What follows belongs to an exercise in optimizing a design on an open flow for small area, a short achievable clock period and few clock cycles; a production flow would make more cautious choices. The RTL was checked by simulation tests, not by an equivalence proof against the original design. Power and IR drop assume default switching activity.

==> flow/config.mk <==
export PLATFORM = sky130hd
export DESIGN_NAME = alu
export DESIGN_NICKNAME = alu
export VERILOG_FILES = /design/flow/design.v
export SDC_FILE = /design/flow/constraint.sdc
export NUM_CORES = 4
export LEC_CHECK = 0
export CAP_MARGIN = 20
export CORE_MARGIN = 2
export CORE_UTILIZATION = 35
export SLEW_MARGIN = 20
==> flow/constraint.sdc <==
create_clock -name core_clock -period 15.2 [get_ports {clk}]
set_input_delay 3.0400 -clock core_clock [delete_from_list [all_inputs] [get_ports {clk}]]
set_output_delay 3.0400 -clock core_clock [all_outputs]
set_load 0.01 [all_outputs]
==> flow/design.v <==
module ieee754_decoder(
    input mode_fp,               
    input [31:0] fp_a,           
    input [31:0] fp_b,           
    output wire sign_a,          
    output wire sign_b,          
    output reg [7:0] exp_a,      
    output reg [7:0] exp_b,      
    output reg [22:0] mant_a,    
    output reg [22:0] mant_b,    
    output wire is_nan_a,        
    output wire is_nan_b,        
    output wire is_inf_a,        
    output wire is_inf_b,        
    output wire is_zero_a,       
    output wire is_zero_b,       
    output wire is_denorm_a,     
    output wire is_denorm_b      
);
    localparam SP_EXP_MAX = 8'hFF;
    localparam HP_EXP_MAX = 5'h1F;
    localparam SP_EXP_BIAS = 127;
    localparam HP_EXP_BIAS = 15;
    wire [7:0] sp_exp_a, sp_exp_b;
    wire [22:0] sp_mant_a, sp_mant_b;
    assign sign_a = mode_fp ? fp_a[31] : fp_a[15];   
    assign sign_b = mode_fp ? fp_b[31] : fp_b[15];
    assign sp_exp_a = fp_a[30:23];
    assign sp_exp_b = fp_b[30:23];
    assign sp_mant_a = fp_a[22:0];
    assign sp_mant_b = fp_b[22:0];
    wire [4:0] hp_exp_a, hp_exp_b;
    wire [9:0] hp_mant_a, hp_mant_b;
    assign hp_exp_a = fp_a[14:10];   
    assign hp_exp_b = fp_b[14:10];
    assign hp_mant_a = fp_a[9:0];    
    assign hp_mant_b = fp_b[9:0];
    always @(*) begin
        if (mode_fp) begin
            exp_a = sp_exp_a;
            exp_b = sp_exp_b;
            mant_a = sp_mant_a;
            mant_b = sp_mant_b;
        end else begin
            exp_a = (hp_exp_a == 5'b0) ? 8'b0 : (hp_exp_a == 5'h1F) ? 8'hFF : hp_exp_a - HP_EXP_BIAS + SP_EXP_BIAS;
            exp_b = (hp_exp_b == 5'b0) ? 8'b0 : (hp_exp_b == 5'h1F) ? 8'hFF : hp_exp_b - HP_EXP_BIAS + SP_EXP_BIAS;
            mant_a = {hp_mant_a, 13'b0};
            mant_b = {hp_mant_b, 13'b0};
        end
    end
    wire sp_zero_a, sp_denorm_a, sp_inf_a, sp_nan_a;
    wire hp_zero_a, hp_denorm_a, hp_inf_a, hp_nan_a;
    assign sp_zero_a = (sp_exp_a == 8'b0) && (sp_mant_a == 23'b0);
    assign sp_denorm_a = (sp_exp_a == 8'b0) && (sp_mant_a != 23'b0);
    assign sp_inf_a = (sp_exp_a == 8'hFF) && (sp_mant_a == 23'b0);
    assign sp_nan_a = (sp_exp_a == 8'hFF) && (sp_mant_a != 23'b0);
    assign hp_zero_a = (hp_exp_a == 5'b0) && (hp_mant_a == 10'b0);
    assign hp_denorm_a = (hp_exp_a == 5'b0) && (hp_mant_a != 10'b0);
    assign hp_inf_a = (hp_exp_a == 5'h1F) && (hp_mant_a == 10'b0);
    assign hp_nan_a = (hp_exp_a == 5'h1F) && (hp_mant_a != 10'b0);
    wire sp_zero_b, sp_denorm_b, sp_inf_b, sp_nan_b;
    wire hp_zero_b, hp_denorm_b, hp_inf_b, hp_nan_b;
    assign sp_zero_b = (sp_exp_b == 8'b0) && (sp_mant_b == 23'b0);
    assign sp_denorm_b = (sp_exp_b == 8'b0) && (sp_mant_b != 23'b0);
    assign sp_inf_b = (sp_exp_b == 8'hFF) && (sp_mant_b == 23'b0);
    assign sp_nan_b = (sp_exp_b == 8'hFF) && (sp_mant_b != 23'b0);
    assign hp_zero_b = (hp_exp_b == 5'b0) && (hp_mant_b == 10'b0);
    assign hp_denorm_b = (hp_exp_b == 5'b0) && (hp_mant_b != 10'b0);
    assign hp_inf_b = (hp_exp_b == 5'h1F) && (hp_mant_b == 10'b0);
    assign hp_nan_b = (hp_exp_b == 5'h1F) && (hp_mant_b != 10'b0);
    assign is_zero_a = mode_fp ? sp_zero_a : hp_zero_a;
    assign is_zero_b = mode_fp ? sp_zero_b : hp_zero_b;
    assign is_denorm_a = mode_fp ? sp_denorm_a : hp_denorm_a;
    assign is_denorm_b = mode_fp ? sp_denorm_b : hp_denorm_b;
    assign is_inf_a = mode_fp ? sp_inf_a : hp_inf_a;
    assign is_inf_b = mode_fp ? sp_inf_b : hp_inf_b;
    assign is_nan_a = mode_fp ? sp_nan_a : hp_nan_a;
    assign is_nan_b = mode_fp ? sp_nan_b : hp_nan_b;
endmodule
module ieee754_encoder(
    input mode_fp,               
    input sign,                  
    input [7:0] exp,            
    input [22:0] mant,          
    output reg [31:0] fp_result  
);
    localparam SP_EXP_BIAS = 127;
    localparam HP_EXP_BIAS = 15;
    reg [4:0] hp_exp;
    reg [9:0] hp_mant;
    reg [8:0] temp_exp;
    always @(*) begin
        if (mode_fp) begin
            fp_result = {sign, exp, mant};
        end else begin
            if (exp == 8'b0) begin
                hp_exp = 5'b0;  
            end else if (exp == 8'hFF) begin
                hp_exp = 5'h1F;  
            end else begin
                temp_exp = exp - SP_EXP_BIAS + HP_EXP_BIAS;
                if (temp_exp <= 0) begin
                    hp_exp = 5'b0;  
                end else if (temp_exp >= 5'h1F) begin
                    hp_exp = 5'h1F;  
                end else begin
                    hp_exp = temp_exp[4:0];
                end
            end
            hp_mant = mant[22:13];
            fp_result = {16'b0, sign, hp_exp, hp_mant};
        end
    end
endmodule
module fp_adder_subber(
    input clk,
    input rst,
    input mode_fp,               
    input operation,             
    input sign_a,
    input sign_b,
    input [7:0] exp_a,
    input [7:0] exp_b,
    input [22:0] mant_a,
    input [22:0] mant_b,
    input round_mode,
    output reg result_sign,
    output reg [7:0] result_exp,
    output reg [22:0] result_mant,
    output reg overflow,
    output reg underflow,
    output reg inexact
);
    wire effective_sub;           
    wire [7:0] larger_exp, smaller_exp;
    wire [23:0] larger_mant, smaller_mant;   
    wire larger_sign, smaller_sign;
    wire exp_diff_overflow;
    wire [7:0] exp_diff;
    wire [25:0] aligned_smaller_mant;     
    wire [26:0] sum_result;  
    wire [4:0] leading_zeros;
    wire [7:0] normalized_exp;
    wire [22:0] normalized_mant;
    localparam SP_EXP_BIAS = 127;
    localparam HP_EXP_BIAS = 15;
    localparam SP_EXP_MAX = 8'hFF;
    localparam HP_EXP_MAX = 5'h1F;
    assign effective_sub = sign_a ^ sign_b ^ operation;
    wire a_larger = (exp_a > exp_b) || ((exp_a == exp_b) && (mant_a >= mant_b));
    assign larger_exp = a_larger ? exp_a : exp_b;
    assign smaller_exp = a_larger ? exp_b : exp_a;
    assign larger_mant = a_larger ? {1'b1, mant_a} : {1'b1, mant_b};
    assign smaller_mant = a_larger ? {1'b1, mant_b} : {1'b1, mant_a};
    assign larger_sign = a_larger ? sign_a : (sign_b ^ operation);
    assign smaller_sign = a_larger ? (sign_b ^ operation) : sign_a;
    assign {exp_diff_overflow, exp_diff} = larger_exp - smaller_exp;
    assign aligned_smaller_mant = (exp_diff >= 26) ? 26'b0 : ({smaller_mant, 2'b0} >> exp_diff);
    wire [25:0] larger_extended = {larger_mant, 2'b0};
    assign sum_result = effective_sub ? 
                    (larger_extended - aligned_smaller_mant) :
                    (larger_extended + aligned_smaller_mant);
    function [4:0] count_leading_zeros;
        input [26:0] value;
        integer j;
        reg found;
        begin
            count_leading_zeros = 27;
            found = 0;
            for (j = 26; j >= 0; j = j - 1) begin
                if (value[j] && !found) begin
                    count_leading_zeros = 26 - j;
                    found = 1;
                end
            end
        end
    endfunction
    assign leading_zeros = count_leading_zeros(sum_result);
    wire sum_zero = (sum_result == 27'b0);
    wire lz_under = (leading_zeros > larger_exp);
    wire [22:0] lz_mant =
        (leading_zeros == 5'd1)  ? sum_result[23:1] :
        (leading_zeros == 5'd2)  ? sum_result[22:0] :
        (leading_zeros == 5'd3)  ? {sum_result[21:0], 1'b0} :
        (leading_zeros == 5'd4)  ? {sum_result[20:0], 2'b0} :
        (leading_zeros == 5'd5)  ? {sum_result[19:0], 3'b0} :
        (leading_zeros == 5'd6)  ? {sum_result[18:0], 4'b0} :
        (leading_zeros == 5'd7)  ? {sum_result[17:0], 5'b0} :
        (leading_zeros == 5'd8)  ? {sum_result[16:0], 6'b0} :
        (leading_zeros == 5'd9)  ? {sum_result[15:0], 7'b0} :
        (leading_zeros == 5'd10) ? {sum_result[14:0], 8'b0} :
        (leading_zeros == 5'd11) ? {sum_result[13:0], 9'b0} : 23'b0;
    wire n_sign = sum_zero ? 1'b0 : larger_sign;
    wire [7:0] n_exp =
        sum_zero       ? 8'b0 :
        sum_result[26] ? larger_exp + 8'd1 :
        sum_result[25] ? larger_exp :
        sum_result[24] ? larger_exp - 8'd1 :
        lz_under       ? 8'b0 : larger_exp - leading_zeros;
    wire [22:0] n_mant =
        sum_zero       ? 23'b0 :
        sum_result[26] ? sum_result[25:3] :
        sum_result[25] ? sum_result[24:2] :
        sum_result[24] ? sum_result[23:1] :
        lz_under       ? 23'b0 : lz_mant;
    wire n_underflow = !sum_zero && !sum_result[26] && !sum_result[25] && !sum_result[24] && lz_under;
    wire n_inexact =
        sum_zero       ? 1'b0 :
        sum_result[26] ? (sum_result[2:0] != 3'b0) :
        sum_result[25] ? (sum_result[1:0] != 2'b0) :
        sum_result[24] ? sum_result[0] : 1'b0;
    wire sp_ovf = mode_fp && (n_exp >= SP_EXP_MAX);
    wire hp_ovf = !mode_fp && (n_exp >= (HP_EXP_MAX - HP_EXP_BIAS + SP_EXP_BIAS));
    always @(*) begin
        result_sign = n_sign;
        underflow = n_underflow;
        inexact = n_inexact;
        overflow = sp_ovf | hp_ovf;
        result_exp = sp_ovf ? SP_EXP_MAX : hp_ovf ? (HP_EXP_MAX - HP_EXP_BIAS + SP_EXP_BIAS) : n_exp;
        result_mant = (sp_ovf | hp_ovf) ? 23'b0 : n_mant;
    end
endmodule
module fp_multiplier(
    input clk,
    input rst,
    input mode_fp,               
    input sign_a,
    input sign_b,
    input [7:0] exp_a,
    input [7:0] exp_b,
    input [22:0] mant_a,
    input [22:0] mant_b,
    input round_mode,
    output reg result_sign,
    output reg [7:0] result_exp,
    output reg [22:0] result_mant,
    output reg overflow,
    output reg underflow,
    output reg inexact
);
    reg [23:0] mant_a_ext, mant_b_ext;   
    reg [47:0] product;                  
    reg [8:0] exp_sum;                  
    wire signed [9:0] biased_exp;              
    wire signed [9:0] hp_biased_exp;           
    localparam SP_EXP_BIAS = 127;
    localparam HP_EXP_BIAS = 15;
    localparam SP_EXP_MAX = 8'hFF;
    localparam HP_EXP_MAX = 5'h1F;
    reg [47:0] s1_product;
    reg signed [9:0]  s1_exp_sum;
    reg        s1_sign;
    assign biased_exp = s1_product[47] ? s1_exp_sum + 10'sd1 : s1_exp_sum;
    assign hp_biased_exp = biased_exp - SP_EXP_BIAS + HP_EXP_BIAS;
    always @(posedge clk) begin
        if (rst) begin
            result_sign <= 1'b0;
            result_exp <= 8'b0;
            result_mant <= 23'b0;
            overflow <= 1'b0;
            underflow <= 1'b0;
            inexact <= 1'b0;
            mant_a_ext <= 24'b0;
            mant_b_ext <= 24'b0;
            s1_product <= 48'b0;
            s1_exp_sum <= 10'b0;
            s1_sign <= 1'b0;
        end else begin
            mant_a_ext <= {1'b1, mant_a};
            mant_b_ext <= {1'b1, mant_b};
            s1_product <= {1'b1, mant_a} * {1'b1, mant_b};
            s1_exp_sum <= exp_a + exp_b - SP_EXP_BIAS;
            s1_sign <= sign_a ^ sign_b;
            result_sign <= s1_sign;
            overflow <= 1'b0;
            underflow <= 1'b0;
            if (s1_product[47]) begin
                result_mant <= s1_product[46:24];
                inexact <= (s1_product[23:0] != 24'b0);
            end else begin
                result_mant <= s1_product[45:23];
                inexact <= (s1_product[22:0] != 23'b0);
            end
            if (mode_fp) begin
                if (biased_exp <= 0) begin
                    result_exp <= 8'b0;
                    result_mant <= 23'b0;
                    underflow <= 1'b1;
                end else if (biased_exp >= SP_EXP_MAX) begin
                    result_exp <= SP_EXP_MAX;
                    result_mant <= 23'b0;
                    overflow <= 1'b1;
                end else begin
                    result_exp <= biased_exp[7:0];
                end
            end else begin
                if (hp_biased_exp <= 0) begin
                    result_exp <= 8'b0;
                    result_mant <= 23'b0;
                    underflow <= 1'b1;
                end else if (hp_biased_exp >= HP_EXP_MAX) begin
                    result_exp <= 8'hFF;  
                    result_mant <= 23'b0;
                    overflow <= 1'b1;
                end else begin
                    result_exp <= hp_biased_exp - HP_EXP_BIAS + SP_EXP_BIAS;
                end
            end
        end
    end
endmodule
module fp_divider(
    input clk,
    input rst,
    input start,
    input mode_fp,               
    input sign_a,                
    input sign_b,                
    input [7:0] exp_a,           
    input [7:0] exp_b,           
    input [22:0] mant_a,         
    input [22:0] mant_b,         
    input round_mode,
    output reg result_sign,
    output reg [7:0] result_exp,
    output reg [22:0] result_mant,
    output reg overflow,
    output reg underflow,
    output reg inexact,
    output reg ready
);
    reg [23:0] dividend, divisor;        
    reg [47:0] quotient;                
    reg [8:0] exp_diff;                 
    reg [8:0] biased_exp;               
    reg [2:0] div_state;
    localparam DIV_IDLE = 3'b000;
    localparam DIV_SETUP = 3'b001;
    localparam DIV_COMPUTE = 3'b010;
    localparam DIV_NORMALIZE = 3'b011;
    localparam DIV_ROUND = 3'b100;
    localparam DIV_DONE = 3'b101;
    reg [4:0] div_counter;
    reg [48:0] remainder;                
    integer i;
    reg [5:0] shift_amount;
    localparam SP_EXP_BIAS = 127;
    localparam HP_EXP_BIAS = 15;
    localparam SP_EXP_MAX = 8'hFF;
    localparam HP_EXP_MAX = 5'h1F;
    function [5:0] count_quotient_leading_zeros;
        input [47:0] value;
        integer j;
        begin
            count_quotient_leading_zeros = 46;
            for (j = 45; j >= 0; j = j - 1) begin
                if (value[j]) begin
                    count_quotient_leading_zeros = 45 - j;
                    j = -1;  
                end
            end
        end
    endfunction
    always @(posedge clk) begin
        if (rst) begin
            div_state <= DIV_IDLE;
            result_sign <= 1'b0;
            result_exp <= 8'b0;
            result_mant <= 23'b0;
            overflow <= 1'b0;
            underflow <= 1'b0;
            inexact <= 1'b0;
            ready <= 1'b1;
            div_counter <= 5'b0;
            quotient <= 48'b0;
            remainder <= 49'b0;
        end else begin
            case (div_state)
                DIV_IDLE: begin
                    ready <= 1'b1;
                    if (start) begin
                        ready <= 1'b0;
                        div_state <= DIV_SETUP;
                        result_sign <= sign_a ^ sign_b;
                        dividend <= {1'b1, mant_a};
                        divisor <= {1'b1, mant_b};
                        exp_diff <= exp_a - exp_b + SP_EXP_BIAS;
                        quotient <= 48'b0;
                        remainder <= {1'b0, {1'b1, mant_a}, 24'b0};  
                        div_counter <= 5'd24;  
                    end
                end
                DIV_SETUP: begin
                    div_state <= DIV_COMPUTE;
                end
                DIV_COMPUTE: begin
                    if (div_counter > 0) begin
                        if (remainder[48:24] >= {1'b0, divisor}) begin
                            remainder <= (remainder - {1'b0, divisor, 24'b0}) << 1;
                            quotient <= (quotient << 1) | 1'b1;
                        end else begin
                            remainder <= remainder << 1;
                            quotient <= quotient << 1;
                        end
                        div_counter <= div_counter - 1;
                    end else begin
                        div_state <= DIV_NORMALIZE;
                    end
                end
                DIV_NORMALIZE: begin
                    if (quotient[23]) begin
                        result_mant <= quotient[22:0];
                        biased_exp <= exp_diff;
                        inexact <= (remainder != 49'b0);
                    end else if (quotient[22]) begin
                        result_mant <= {quotient[21:0], 1'b0};
                        biased_exp <= exp_diff - 1;
                        inexact <= (remainder != 49'b0);
                    end else if (quotient[21]) begin
                        result_mant <= {quotient[20:0], 2'b0};
                        biased_exp <= exp_diff - 2;
                        inexact <= (remainder != 49'b0);
                    end else begin
                        result_mant <= 23'b0;
                        biased_exp <= 9'b0;
                        underflow <= 1'b1;
                    end
                    div_state <= DIV_ROUND;
                end
                DIV_ROUND: begin
                    if (mode_fp) begin
                        if (biased_exp <= 0) begin
                            result_exp <= 8'b0;
                            underflow <= 1'b1;
                        end else if (biased_exp >= SP_EXP_MAX) begin
                            result_exp <= SP_EXP_MAX;
                            overflow <= 1'b1;
                        end else begin
                            result_exp <= biased_exp[7:0];
                        end
                    end else begin
                        if ((biased_exp - SP_EXP_BIAS + HP_EXP_BIAS) <= 0) begin
                            result_exp <= 8'b0;
                            underflow <= 1'b1;
                        end else if ((biased_exp - SP_EXP_BIAS + HP_EXP_BIAS) >= HP_EXP_MAX) begin
                            result_exp <= 8'hFF;  
                            overflow <= 1'b1;
                        end else begin
                            result_exp <= (biased_exp - SP_EXP_BIAS + HP_EXP_BIAS) - HP_EXP_BIAS + SP_EXP_BIAS;
                        end
                    end
                    div_state <= DIV_DONE;
                end
                DIV_DONE: begin
                    ready <= 1'b1;
                    if (!start) begin
                        div_state <= DIV_IDLE;
                        overflow <= 1'b0;
                        underflow <= 1'b0;
                        inexact <= 1'b0;
                    end
                end
                default: div_state <= DIV_IDLE;
            endcase
        end
    end
endmodule
`timescale 1ns / 1ps
module alu(
    input clk,
    input rst,
    input [31:0] op_a,         
    input [31:0] op_b,         
    input [2:0] op_code,       
    input mode_fp,             
    input round_mode,          
    input start,               
    output reg [31:0] result,  
    output reg valid_out,      
    output reg [4:0] flags     
);
    localparam OP_ADD = 3'b000;   
    localparam OP_SUB = 3'b001;   
    localparam OP_MUL = 3'b010;   
    localparam OP_DIV = 3'b011;   
    localparam SP_SIGN_POS = 31;
    localparam SP_EXP_MSB = 30;
    localparam SP_EXP_LSB = 23;
    localparam SP_MANT_MSB = 22;
    localparam SP_MANT_LSB = 0;
    localparam SP_EXP_BIAS = 127;
    localparam SP_EXP_WIDTH = 8;
    localparam SP_MANT_WIDTH = 23;
    localparam HP_SIGN_POS = 15;
    localparam HP_EXP_MSB = 14;
    localparam HP_EXP_LSB = 10;
    localparam HP_MANT_MSB = 9;
    localparam HP_MANT_LSB = 0;
    localparam HP_EXP_BIAS = 15;
    localparam HP_EXP_WIDTH = 5;
    localparam HP_MANT_WIDTH = 10;
    wire sign_a, sign_b, result_sign;
    wire [7:0] exp_a, exp_b;
    wire [22:0] mant_a, mant_b;
    wire [7:0] result_exp;
    wire [22:0] result_mant;
    wire [31:0] encoded_result;
    wire is_nan_a, is_nan_b, is_inf_a, is_inf_b, is_zero_a, is_zero_b;
    wire is_denorm_a, is_denorm_b;
    reg [2:0] state;
    localparam IDLE = 3'b000;
    localparam DECODE = 3'b001;
    localparam COMPUTE = 3'b010;
    localparam NORMALIZE = 3'b011;
    localparam ENCODE = 3'b100;
    localparam DONE = 3'b101;
    reg [31:0] temp_a, temp_b;
    reg [2:0] current_op;
    reg current_mode;
    reg current_round_mode;
    reg [1:0] mul_counter;
    ieee754_decoder decoder_inst (
        .mode_fp(current_mode),
        .fp_a(temp_a),
        .fp_b(temp_b),
        .sign_a(sign_a),
        .sign_b(sign_b),
        .exp_a(exp_a),
        .exp_b(exp_b),
        .mant_a(mant_a),
        .mant_b(mant_b),
        .is_nan_a(is_nan_a),
        .is_nan_b(is_nan_b),
        .is_inf_a(is_inf_a),
        .is_inf_b(is_inf_b),
        .is_zero_a(is_zero_a),
        .is_zero_b(is_zero_b),
        .is_denorm_a(is_denorm_a),
        .is_denorm_b(is_denorm_b)
    );
    wire add_overflow, add_underflow, add_inexact;
    wire add_result_sign;
    wire [7:0] add_result_exp;
    wire [22:0] add_result_mant;
    fp_adder_subber adder_sub_inst (
        .clk(clk),
        .rst(rst),
        .mode_fp(current_mode),
        .operation(current_op[0]),  
        .sign_a(sign_a),
        .sign_b(sign_b),
        .exp_a(exp_a),
        .exp_b(exp_b),
        .mant_a(mant_a),
        .mant_b(mant_b),
        .round_mode(current_round_mode),
        .result_sign(add_result_sign),
        .result_exp(add_result_exp),
        .result_mant(add_result_mant),
        .overflow(add_overflow),
        .underflow(add_underflow),
        .inexact(add_inexact)
    );
    wire mul_overflow, mul_underflow, mul_inexact;
    wire mul_result_sign;
    wire [7:0] mul_result_exp;
    wire [22:0] mul_result_mant;
    fp_multiplier multiplier_inst (
        .clk(clk),
        .rst(rst),
        .mode_fp(current_mode),
        .sign_a(sign_a),
        .sign_b(sign_b),
        .exp_a(exp_a),
        .exp_b(exp_b),
        .mant_a(mant_a),
        .mant_b(mant_b),
        .round_mode(current_round_mode),
        .result_sign(mul_result_sign),
        .result_exp(mul_result_exp),
        .result_mant(mul_result_mant),
        .overflow(mul_overflow),
        .underflow(mul_underflow),
        .inexact(mul_inexact)
    );
    wire div_overflow, div_underflow, div_inexact, div_ready;
    wire div_result_sign;
    wire [7:0] div_result_exp;
    wire [22:0] div_result_mant;
    fp_divider divider_inst (
        .clk(clk),
        .rst(rst),
        .start((state == COMPUTE) && (current_op == OP_DIV) && !(is_nan_a || is_nan_b || is_inf_a || is_inf_b || is_zero_b)),
        .mode_fp(current_mode),
        .sign_a(sign_a),
        .sign_b(sign_b),
        .exp_a(exp_a),
        .exp_b(exp_b),
        .mant_a(mant_a),
        .mant_b(mant_b),
        .round_mode(current_round_mode),
        .result_sign(div_result_sign),
        .result_exp(div_result_exp),
        .result_mant(div_result_mant),
        .overflow(div_overflow),
        .underflow(div_underflow),
        .inexact(div_inexact),
        .ready(div_ready)
    );
    reg final_result_sign;
    reg [7:0] final_result_exp;
    reg [22:0] final_result_mant;
    reg final_overflow, final_underflow, final_inexact;
    always @(*) begin
        case (current_op)
            OP_ADD, OP_SUB: begin
                final_result_sign = add_result_sign;
                final_result_exp = add_result_exp;
                final_result_mant = add_result_mant;
                final_overflow = add_overflow;
                final_underflow = add_underflow;
                final_inexact = add_inexact;
            end
            OP_MUL: begin
                final_result_sign = mul_result_sign;
                final_result_exp = mul_result_exp;
                final_result_mant = mul_result_mant;
                final_overflow = mul_overflow;
                final_underflow = mul_underflow;
                final_inexact = mul_inexact;
            end
            OP_DIV: begin
                final_result_sign = div_result_sign;
                final_result_exp = div_result_exp;
                final_result_mant = div_result_mant;
                final_overflow = div_overflow;
                final_underflow = div_underflow;
                final_inexact = div_inexact;
            end
            default: begin
                final_result_sign = 1'b0;
                final_result_exp = 8'b0;
                final_result_mant = 23'b0;
                final_overflow = 1'b0;
                final_underflow = 1'b0;
                final_inexact = 1'b0;
            end
        endcase
    end
    ieee754_encoder encoder_inst (
        .mode_fp(current_mode),
        .sign(final_result_sign),
        .exp(final_result_exp),
        .mant(final_result_mant),
        .fp_result(encoded_result)
    );
    always @(posedge clk) begin
        if (rst) begin
            state <= IDLE;
            result <= 32'b0;
            valid_out <= 1'b0;
            flags <= 5'b0;
            mul_counter <= 2'b0;
        end else begin
            case (state)
                IDLE: begin
                    valid_out <= 1'b0;
                    if (start) begin
                        temp_a <= op_a;
                        temp_b <= op_b;
                        current_op <= op_code;
                        current_mode <= mode_fp;
                        current_round_mode <= round_mode;
                        state <= DECODE;
                    end
                end
                DECODE: begin
                    state <= COMPUTE;
                end
                COMPUTE: begin
                    if (is_nan_a || is_nan_b) begin
                        if (current_mode)  
                            result <= 32'h7FC00000;  
                        else  
                            result <= {16'h0, 16'h7E00};  
                        flags <= 5'b10000;  
                        state <= DONE;
                    end else if (is_inf_a || is_inf_b) begin
                        case (current_op)
                            OP_ADD, OP_SUB: begin
                                if (is_inf_a && is_inf_b && (sign_a ^ sign_b ^ current_op[0])) begin
                                    if (current_mode)
                                        result <= 32'h7FC00000;
                                    else
                                        result <= {16'h0, 16'h7E00};
                                    flags <= 5'b10000;  
                                end else begin
                                    flags <= 5'b0;
                                    if (current_mode)
                                        result <= is_inf_a ? temp_a : temp_b;
                                    else
                                        result <= is_inf_a ? temp_a : temp_b;
                                end
                            end
                            OP_MUL: begin
                                if (is_zero_a || is_zero_b) begin
                                    if (current_mode)
                                        result <= 32'h7FC00000;
                                    else
                                        result <= {16'h0, 16'h7E00};
                                    flags <= 5'b10000;  
                                end else begin
                                    flags <= 5'b0;
                                    if (current_mode)
                                        result <= {sign_a ^ sign_b, 8'hFF, 23'b0};
                                    else
                                        result <= {16'b0, sign_a ^ sign_b, 5'h1F, 10'b0};
                                end
                            end
                            OP_DIV: begin
                                if (is_inf_a && is_inf_b) begin
                                    if (current_mode)
                                        result <= 32'h7FC00000;
                                    else
                                        result <= {16'h0, 16'h7E00};
                                    flags <= 5'b10000;  
                                end else if (is_inf_a) begin
                                    flags <= 5'b0;
                                    if (current_mode)
                                        result <= {sign_a ^ sign_b, 8'hFF, 23'b0};
                                    else
                                        result <= {16'b0, sign_a ^ sign_b, 5'h1F, 10'b0};
                                end else begin
                                    flags <= 5'b0;
                                    if (current_mode)
                                        result <= {sign_a ^ sign_b, 31'b0};
                                    else
                                        result <= {16'b0, sign_a ^ sign_b, 15'b0};
                                end
                            end
                        endcase
                        state <= DONE;
                    end else if (is_zero_b && current_op == OP_DIV) begin
                        if (is_zero_a) begin
                            if (current_mode)
                                result <= 32'h7FC00000;
                            else
                                result <= {16'h0, 16'h7E00};
                            flags <= 5'b10000;  
                        end else begin
                            if (current_mode)
                                result <= {sign_a ^ sign_b, 8'hFF, 23'b0};
                            else
                                result <= {16'b0, sign_a ^ sign_b, 5'h1F, 10'b0};
                            flags <= 5'b01000;  
                        end
                        state <= DONE;
                    end else if ((is_zero_a || is_zero_b) && current_op == OP_MUL) begin
                        if (current_mode)
                            result <= {sign_a ^ sign_b, 31'b0};  
                        else
                            result <= {16'b0, sign_a ^ sign_b, 15'b0};  
                        flags <= 5'b0;  
                        state <= DONE;
                    end else begin
                        if (current_op == OP_MUL) begin
                            mul_counter <= 2'd2;
                        end
                        state <= NORMALIZE;
                    end
                end
                NORMALIZE: begin
                    if (final_overflow) begin
                        if (current_mode)  
                            result <= {final_result_sign, 8'hFF, 23'b0};  
                        else  
                            result <= {16'b0, final_result_sign, 5'h1F, 10'b0};  
                        flags[4] <= 1'b0;  
                        flags[3] <= 1'b0;  
                        flags[2] <= 1'b1;  
                        flags[1] <= 1'b0;  
                        flags[0] <= final_inexact;  
                        state <= DONE;
                    end else if (final_underflow) begin
                        if (current_mode)
                            result <= {final_result_sign, 31'b0};  
                        else
                            result <= {16'b0, final_result_sign, 15'b0};  
                        flags[4] <= 1'b0;  
                        flags[3] <= 1'b0;  
                        flags[2] <= 1'b0;  
                        flags[1] <= 1'b1;  
                        flags[0] <= final_inexact;  
                        state <= DONE;
                    end else begin
                        flags[4] <= 1'b0;  
                        flags[3] <= 1'b0;  
                        flags[2] <= final_overflow;    
                        flags[1] <= final_underflow;   
                        flags[0] <= final_inexact;     
                        if (current_op == OP_DIV) begin
                            if (div_ready) begin
                                state <= ENCODE;
                            end
                        end else if (current_op == OP_MUL) begin
                            if (mul_counter == 0) begin
                                state <= ENCODE;
                            end else begin
                                mul_counter <= mul_counter - 1;
                            end
                        end else begin
                            state <= ENCODE;
                        end
                    end
                end
                ENCODE: begin
                    result <= encoded_result;
                    state <= DONE;
                end
                DONE: begin
                    valid_out <= 1'b1;
                    if (!start) begin
                        state <= IDLE;
                    end
                end
                default: state <= IDLE;
            endcase
        end
    end
endmodule
==> flow/run.sh <==
#!/bin/bash
# synth_recipe.tcl (not shown) runs the flow's synth.tcl, then flattens the netlist and writes it again
# the make line also repeats each setting of config.mk as NAME=value (left out here)
make -C /OpenROAD-flow-scripts/flow DESIGN_CONFIG=/design/flow/config.mk WORK_HOME=/design/flow/orfs CLKGATE_MAP_FILE= SYNTH_SCRIPT=/design/flow/synth_recipe.tcl finish
==> metrics.cfg <==
[global_route]
grt_overflow_total=0
grt_pass1_wl_um=275000
grt_usage_pct=26.6
grt_start_max_net_pins=87
grt_pass1_vias=42800
grt_antenna_before_repair=8

[routing]
wire_per_inst_um=24.0
drc=0
firstDrtPassIters=7
first_iter_violations=5225
dr_wl_met2_um=78800
routed.top_layer=met4
ant_nets=0
drt_wl_total_um=184000
routed_via_density=5.77
wl_met1_um=77200
dr_wl_met3_um=18700
vias=44100

[sta]
slew_viol_final=0
hold_violations=0
setup_viol=0
fin_skew_ps=32.3
fmax_mhz=68.8
min_period_ps=14540
relSlewSlack_pct=22.9
finalSetupTns_ps=0
finalCritPeriodShare_pct=95.7
tightest_slew_ps=1150
fin_ws_ps=656

[final_layout]
nFillCells=13500
synthToLayoutAreaGrowth_pct=13.4
nets=6767
final_common_cell=inv_1
multi_input_area_mm2=0.0350
drive_gt1_share_pct=9.73
mostFrequentLayoutCells=inv_1, nand2_1, nor2_1
regArea_mm2=0.00788

[place]
dp_hpwl_um=141000
gp_congestion=0.984
preCtsSetupSlack_ps=137
portBuffers=108

[run]
drv_cap=0

[pwr]
p_per_area_mw_per_mm2=193
swShare_pct=53.3
comb_power_share_pct=78.2
power_frac_seq_pct=11.5
pwr-share-clk_pct=10.3
leakage_nw=23.3
p_int_mw=4.76
switching_power_mw=5.43
peakVddDrop_mv=0.322

[worst_setup_path]
crit_path_start_kind=register
critPathKind=register to register
end_kind=register
arrival_ps=15020
cp_max_fo=14
critPathMostFrequentCell=nand2_1
slowest_stage=or4_1
cp.required_ps=15670
slowest_delay_ps=500

[synth]
synth-edff-count=109
ys_seq_elements=339
synth_cell_types=117
syn_area_mm2=0.0466
syn_avg_cell_area_um2=8.13
syn_nets=6639
synth_cells=5725
yosysSeqAreaShare_pct=16.9
yosysWarnings=6
synthArstFlopShare_pct=0
synth_flop_cell=dfxtp_1

[cts]
clock_path_buffers=3
cts_tree=done
ctsHtreeMaxLevel=2
cts_buffers=43
clkLatencyLatePin_ps=630
clk_pin_slew_ps=60
cts_hold_buf=0
clockRootBuffer=clkbuf_16
cts_sinks=339

[floorplan]
die_y_um=369
row_count=133
core_mm2=0.132
dieArea_mm2=0.136
die_w_um=369
initial_core_util_pct=35.3
ioPinCount=110

[min_path]
hold_path_class=register to register

[status]
status=complete, no violations

==> area by class of cell <==
cell class	count	area share (%)
clock inverter	26	0.512
sequential	339	14.9
antenna	2	0.00948
timing repair buffer	418	6.77
tap	1755	4.16
inverter	728	5.18
timing repair inverter	1	0.00948
clock buffer	54	2.17
multi-input combinational	4322	66.3
==> what timing repair did <==
action,4_1_cts,5_1_grt
setup buffers,0,5
endpoints found under the setup margin,0,39
resized for setup,0,60
==> critical path: cells and delay by family, from the launching register on <==
kind,cells,cell delay [ps]
mux,2,550
compound gates,35,6850
fa+ha+maj,7,1580
simple gates,19,3100
buf+inv,12,1710
xor+xnor,1,160
flops,1,410
==> path summary, 6_finish.rpt <==
path                                             from                                        to  slack (ps)  cells past startpoint
min          divider_inst.result_mant[4]$_SDFFE_PP0P_  divider_inst.result_mant[4]$_SDFFE_PP0P_         450                      2
max                              temp_a[10]$_DFFE_PP_                   result[19]$_SDFFE_PP0P_         660                     76
max reg2reg                      temp_a[10]$_DFFE_PP_                   result[19]$_SDFFE_PP0P_         660                     76
min reg2reg  divider_inst.result_mant[4]$_SDFFE_PP0P_  divider_inst.result_mant[4]$_SDFFE_PP0P_         450                      2
==> flip-flops by register name, indices dropped and copies added (netlist names), 2 cells and up <==
signal,flops
current_op,3
state,3
multiplier_inst.result_exp,8
divider_inst.divisor,23
temp_b,32
multiplier_inst.s1_exp_sum,10
divider_inst.div_state,3
mul_counter,2
divider_inst.div_counter,5
divider_inst.remainder,25
divider_inst.result_mant,23
temp_a,32
divider_inst.result_exp,8
multiplier_inst.s1_product,48
divider_inst.exp_diff,9
result,32
divider_inst.biased_exp,9
flags,5
multiplier_inst.result_mant,23
divider_inst.quotient,24
==> per-layer routing <==
layer | global-route usage (%) | vias to the layer above
met4 | 11.4 | 0
met1 | 36.8 | 21600
met3 | 4.84 | 400
met2 | 40.7 | 2284
met5 | 0 | -
li1 | - | 19800
==> per-stage QoR <==
stage / area, um2 / power (mW) / hold WS, ps / instances / util (%)
after floorplan: 46600 / 6.51 / 414 / 5725 / -
after global placement: 51000 / 8.93 / 425 / 7555 / 38.7
after detailed placement: 51000 / 9.02 / 432 / 7556 / 38.7
after CTS: 52400 / 10.1 / 457 / 7636 / 39.8
after global routing: 52800 / 11.1 / 474 / 7643 / 40.0
final: 52800 / 10.2 / 454 / 7645 / 40.0
==> cell usage after synthesis, types with 29 or more instances <==
| cell type | number | area, um2 |
|---|---|---|
| a211oi_1 | 70 | 526 |
| a21o_1 | 39 | 293 |
| a21oi_1 | 358 | 1790 |
| a221oi_1 | 29 | 254 |
| a22oi_1 | 45 | 338 |
| a31oi_1 | 51 | 319 |
| and2_1 | 33 | 206 |
| and3_1 | 208 | 1300 |
| clkbuf_1 | 289 | 1080 |
| dfxtp_1 | 230 | 4600 |
| edfxtp_1 | 109 | 3270 |
| fa_1 | 490 | 9810 |
| ha_1 | 352 | 4400 |
| inv_1 | 710 | 2670 |
| mux2_2 | 32 | 360 |
| mux2i_1 | 108 | 1080 |
| nand2_1 | 701 | 2630 |
| nand3_1 | 102 | 510 |
| nand4_1 | 33 | 206 |
| nor2_1 | 513 | 1930 |
| nor2b_1 | 34 | 213 |
| nor3_1 | 95 | 475 |
| nor4_1 | 39 | 244 |
| o211ai_1 | 78 | 586 |
| o21ai_0 | 244 | 1220 |
| o21bai_1 | 36 | 270 |
| xnor2_1 | 92 | 806 |
| xor2_1 | 61 | 534 |
==> cells by family after synthesis <==
kind of cell,Yosys count,share of synthesized area (%)
fa+ha+maj,842,30.5
xor+xnor,156,2.98
mux,151,3.61
simple gates,1895,18.8
compound gates,1278,18.5
buf+inv,1064,8.69
flops,339,16.9
==> power by group through the flow <==
stage / registers [mW] / logic, mW / clock network, mW
after global routing: 1.18 / 8.85 / 1.10
after global placement: 1.18 / 7.75 / 0
after floorplan: 1.13 / 5.37 / 0
final: 1.17 / 7.98 / 1.05
after CTS: 1.17 / 7.89 / 1.07
after detailed placement: 1.18 / 7.83 / 0
Testbench counts, summed over its fixed seeds: cycles 39,648.

[port drivers added, routing unchanged]
How much do the figures lean on ideal ports? The routed layout below was timed once more, with nothing changed but the port constraints. Step 1, drivers: a clkbuf_16 drives clk and a buf_2 each remaining input, both assumed. Step 2 moves the port delays by t, midway between the first and last clock arrival at a register: inputs arrive t later, outputs are due t later. That takes back most of the time a late clock gives input paths. a / b / c = ideal / step 1 / step 2; a / b = the first two.
t (ns): 0.669
slack for setup (ns): 0.656 / 0.656 / 0.656
worst setup path after step 2: register to register
clock arrival spread, ns: 0.034 / 0.034
worst data-port slew with drivers (ns): 0.07
After both steps setup and hold are still met in this run. For this run, drivers alone change the setup slack by 0.000 ns; drivers and shift together by 0.000 ns.
